Background: an optimization exercise with open tools, aiming at small area, a short achievable clock period and few clock cycles per item. Do not read the settings as production practice.
Power figures rest on the tool's default switching activity, not on a simulated workload.

main:
Design booth_multiplier, start of the top module:
module booth_multiplier(clk, reset_n, multiplier, multiplicand, op_start, op_clear, op_done, result);
Size in the first run: roughly 2500 cells after synthesis, ~26000 sq um of cells after synthesis.
==> module booth_multiplier, before the edit <==
module booth_multiplier(clk, reset_n, multiplier, multiplicand, op_start, op_clear, op_done, result);
	input clk, reset_n;
	input [63:0] multiplier;
	input [63:0] multiplicand;
	input op_start, op_clear;
	output op_done;
	output [127:0] result;
	localparam IDLE = 2'd0, BUSY = 2'd1, DONE = 2'd2;
	reg [1:0] state;
	reg [3:0] cnt;
	reg op_done;
	reg [63:0] lo;              
	reg [64:0] acc_s, acc_c;    
	reg [7:0]  pend_s, pend_c;  
	reg        cin;             
	reg [3:0]  sel1, sel2, neg;  
	reg [3:0]  nsel1, nsel2, nneg;  
	reg [63:0] m;               
	reg        first;           
	reg [63:0] hi;              
	wire [8:0] win_ld = {multiplier[7:0], 1'b0};
	wire [8:0] win_nx = lo[15:7];
	wire [8:0] win = (state == IDLE) ? win_ld : win_nx;
	wire [3:0] e1, e2, en;
	genvar t;
	generate
		for (t = 0; t < 4; t = t + 1) begin : g_enc
			wire b0 = win[2*t];
			wire b1 = win[2*t+1];
			wire b2 = win[2*t+2];
			assign e1[t] = b1 ^ b0;
			assign e2[t] = (b2 & ~b1 & ~b0) | (~b2 & b1 & b0);
			assign en[t] = b2 & ~(b1 & b0);
		end
	endgenerate
	wire [63:0] nvec;
	generate
		for (t = 0; t < 32; t = t + 1) begin : g_neg
			wire xm1 = (t == 0) ? 1'b0 : lo[2*t-1];
			assign nvec[2*t] = lo[2*t+1] & ~(lo[2*t] & xm1);
			assign nvec[2*t+1] = 1'b0;
		end
	endgenerate
	wire [64:0] mx = {m[63], m};
	wire [64:0] m2 = {m, 1'b0};
	wire [64:0] pat [0:3];
	generate
		for (t = 0; t < 4; t = t + 1) begin : g_row
			wire [32:0] mag_l = ({33{sel1[t]}} & mx[32:0]) | ({33{sel2[t]}} & m2[32:0]);
			wire [31:0] mag_h = ({32{~nsel1[t]}} & mx[64:33]) | ({32{~nsel2[t]}} & m2[64:33]);
			assign pat[t] = {mag_h ^ {32{~nneg[t]}}, mag_l ^ {33{neg[t]}}};
		end
	endgenerate
	wire [64:0] as_in = first ? {1'b1, 64'b0} : acc_s;
	wire [64:0] ac_in = first ? {1'b0, nvec} : acc_c;
	wire [72:0] l3_s, l3_c;
	csa_tree u_tree(.as(as_in), .ac(ac_in), .p0(pat[0]), .p1(pat[1]), .p2(pat[2]), .p3(pat[3]), .s(l3_s), .c(l3_c));
	wire [72:0] sum;
	ks_add73 u_add(.a({acc_s[64:0], pend_s}), .b({acc_c[64:0], pend_c[7:1], cin}), .s(sum));
	wire c8 = sum[8] ^ acc_s[0] ^ acc_c[0];
	wire idle = (state == IDLE);
	wire step = (state == BUSY) & ~cnt[3];
	wire fin = (state == BUSY) & cnt[3];
	always @(posedge clk or negedge reset_n) begin
		if (!reset_n) begin
			state <= IDLE;
			cnt <= 4'd0;
			op_done <= 1'b0;
		end else if (op_clear) begin
			state <= IDLE;
			op_done <= 1'b0;
		end else begin
			case (state)
				IDLE: if (op_start) begin state <= BUSY; cnt <= 4'd0; end
				BUSY: begin
					cnt <= cnt + 4'd1;
					if (cnt[3]) begin state <= DONE; op_done <= 1'b1; end
				end
				default: ;
			endcase
		end
	end
	always @(posedge clk) begin
		m <= multiplicand;
		sel1 <= e1;
		sel2 <= e2;
		neg <= en;
		nsel1 <= ~e1;
		nsel2 <= ~e2;
		nneg <= ~en;
		first <= idle;
		acc_s <= l3_s[72:8];
		acc_c <= l3_c[72:8];
		pend_s <= l3_s[7:0];
		pend_c <= l3_c[7:0];
		cin <= c8 & ~first;
		if (fin)
			hi <= sum[71:8];
		if (idle)
			lo <= multiplier;
		else if (step | fin)
			lo <= {sum[7:0], lo[63:8]};
	end
	assign result = {hi, lo};
endmodule
export LEC_CHECK = 0
export CAP_MARGIN = 20
export CORE_MARGIN = 2
export CORE_UTILIZATION = 40
export SETUP_SLACK_MARGIN = 3.2
export SLEW_MARGIN = 20
export SYNTH_HIERARCHICAL = 1
export TNS_END_PERCENT = 5
create_clock -name core_clock -period 6.0 [get_ports {clk}]
standard.sh (not shown) runs the stock make flow with config.mk's settings and CLKGATE_MAP_FILE= SYNTH_SCRIPT=/design/flow/synth_recipe.tcl, a recipe that flattens the netlist after the stock synthesis.
==> flow/flow/run.sh <==
#!/bin/bash
# Standard ORFS layout, with the port buffers made of the smallest buffer cell.
set -euo pipefail
cd "$(dirname "$0")/.."
bash standard.sh 'BUFFER_PORTS_ARGS=-buffer_cell sky130_fd_sc_hd__buf_1' finish > standard_flow.log 2>&1
Setup changes, main to the feature branch
==> flow/design.v, changed modules only <==
module booth_multiplier(clk, reset_n, multiplier, multiplicand, op_start, op_clear, op_done, result);
	input clk, reset_n;
	input [63:0] multiplier;
	input [63:0] multiplicand;
	input op_start, op_clear;
	output op_done;
	output [127:0] result;
	localparam IDLE = 2'd0, BUSY = 2'd1, DONE = 2'd2;
	reg [1:0] state;
	reg [3:0] cnt;
	reg op_done;
	reg [63:0] lo;              
	reg [64:0] acc_s, acc_c;    
	reg [7:0]  pend_s, pend_c;  
	reg        cin;             
	reg [3:0]  sel1, sel2, neg;  
	wire [8:0] win_ld = {multiplier[7:0], 1'b0};
	wire [8:0] win_nx = lo[15:7];
	wire [8:0] win = (state == IDLE) ? win_ld : win_nx;
	wire [3:0] e1, e2, en;
	genvar t;
	generate
		for (t = 0; t < 4; t = t + 1) begin : g_enc
			wire b0 = win[2*t];
			wire b1 = win[2*t+1];
			wire b2 = win[2*t+2];
			assign e1[t] = b1 ^ b0;
			assign e2[t] = (b2 & ~b1 & ~b0) | (~b2 & b1 & b0);
			assign en[t] = b2 & ~(b1 & b0);
		end
	endgenerate
	wire [63:0] nvec;
	generate
		for (t = 0; t < 32; t = t + 1) begin : g_neg
			wire xm1 = (t == 0) ? 1'b0 : multiplier[2*t-1];
			assign nvec[2*t] = multiplier[2*t+1] & ~(multiplier[2*t] & xm1);
			assign nvec[2*t+1] = 1'b0;
		end
	endgenerate
	wire [64:0] pat [0:3];
	generate
		for (t = 0; t < 4; t = t + 1) begin : g_row
			wire [64:0] mag = ({65{sel1[t]}} & {multiplicand[63], multiplicand}) | ({65{sel2[t]}} & {multiplicand, 1'b0});
			assign pat[t] = mag ^ {65{neg[t]}};
		end
	endgenerate
	wire [72:0] l3_s, l3_c;
	csa_tree u_tree(.as(acc_s), .ac(acc_c), .p0(pat[0]), .p1(pat[1]), .p2(pat[2]), .p3(pat[3]), .s(l3_s), .c(l3_c));
	wire [72:0] sum;
	ks_add73 u_add(.a({acc_s[64:0], pend_s}), .b({acc_c[64:0], pend_c[7:1], cin}), .s(sum));
	wire c8 = sum[8] ^ acc_s[0] ^ acc_c[0];
	wire idle = (state == IDLE);
	wire step = (state == BUSY) & ~cnt[3];
	wire fin = (state == BUSY) & cnt[3];
	always @(posedge clk or negedge reset_n) begin
		if (!reset_n) begin
			state <= IDLE;
			cnt <= 4'd0;
			op_done <= 1'b0;
		end else if (op_clear) begin
			state <= IDLE;
			op_done <= 1'b0;
		end else begin
			case (state)
				IDLE: if (op_start) begin state <= BUSY; cnt <= 4'd0; end
				BUSY: begin
					cnt <= cnt + 4'd1;
					if (cnt[3]) begin state <= DONE; op_done <= 1'b1; end
				end
				default: ;
			endcase
		end
	end
	always @(posedge clk) begin
		sel1 <= e1;
		sel2 <= e2;
		neg <= en;
		if (idle) begin
			acc_c <= {1'b0, nvec};
			pend_s <= 8'b0;
			pend_c <= 8'b0;
			cin <= 1'b0;
		end else begin
			acc_c <= l3_c[72:8];
			pend_s <= l3_s[7:0];
			pend_c <= l3_c[7:0];
			cin <= c8;
		end
		if (idle) begin
			lo <= multiplier;
			acc_s <= {1'b1, 64'b0};
		end else if (step) begin
			lo <= {sum[7:0], lo[63:8]};
			acc_s <= l3_s[72:8];
		end else if (fin) begin
			lo <= {sum[7:0], lo[63:8]};
			acc_s[63:0] <= sum[71:8];
		end
	end
	assign result = {acc_s[63:0], lo};
endmodule
## What came out
Compared to main, the feature branch has worst path setup slack after routing 83 ps lower.
Looking at critical path endpoint, the acc_s[16] result is from the feature branch; the hi[56] one comes from main.
As of the feature branch, die area had fallen by a little under 10% compared to main.
Going from main to the feature branch, portion of the layout cell area used by clock cells has decreased; critical path data required time rose 90 ps; critical path depth fell by 2; overall power consumption has decreased.
Across both runs, total non-filler cell area in the finished layout was lower for the feature branch than for main.
The feature branch ended with more combinational group share of total power than main.
main -> the feature branch: combinational power decreased by more than 10%
Function was not checked in any run of this note: the RTL went through the layout flow alone.

==> static timing again, ports no longer ideal <==
How much do the figures lean on ideal ports? The routed layouts below were timed once more, with nothing changed but the port constraints. Step 1 (the two cells are an assumption about what drives the block):
set clk [get_ports {clk}]
set_driving_cell -lib_cell sky130_fd_sc_hd__clkbuf_16 $clk
set_driving_cell -lib_cell sky130_fd_sc_hd__buf_2 [delete_from_list [all_inputs] $clk]
Step 2 moves the port delays by t, midway between the first and last clock arrival at a register: inputs arrive t later, outputs are due t later. That takes back most of the time a late clock gives input paths. a / b / c = ideal ports / drivers / drivers and shift; a / b = the first two.
run	t (ns)	slack for setup (ns)	clock arrival spread, ns
main	0.644	3.017 / 3.017 / 3.017	0.038 / 0.038
the feature branch	0.627	2.934 / 2.945 / 2.335	0.027 / 0.027
After both steps every run listed still meets setup and hold. For the feature branch, which loses most, drivers alone change the setup slack by +0.011 ns; drivers and shift together by -0.599 ns.
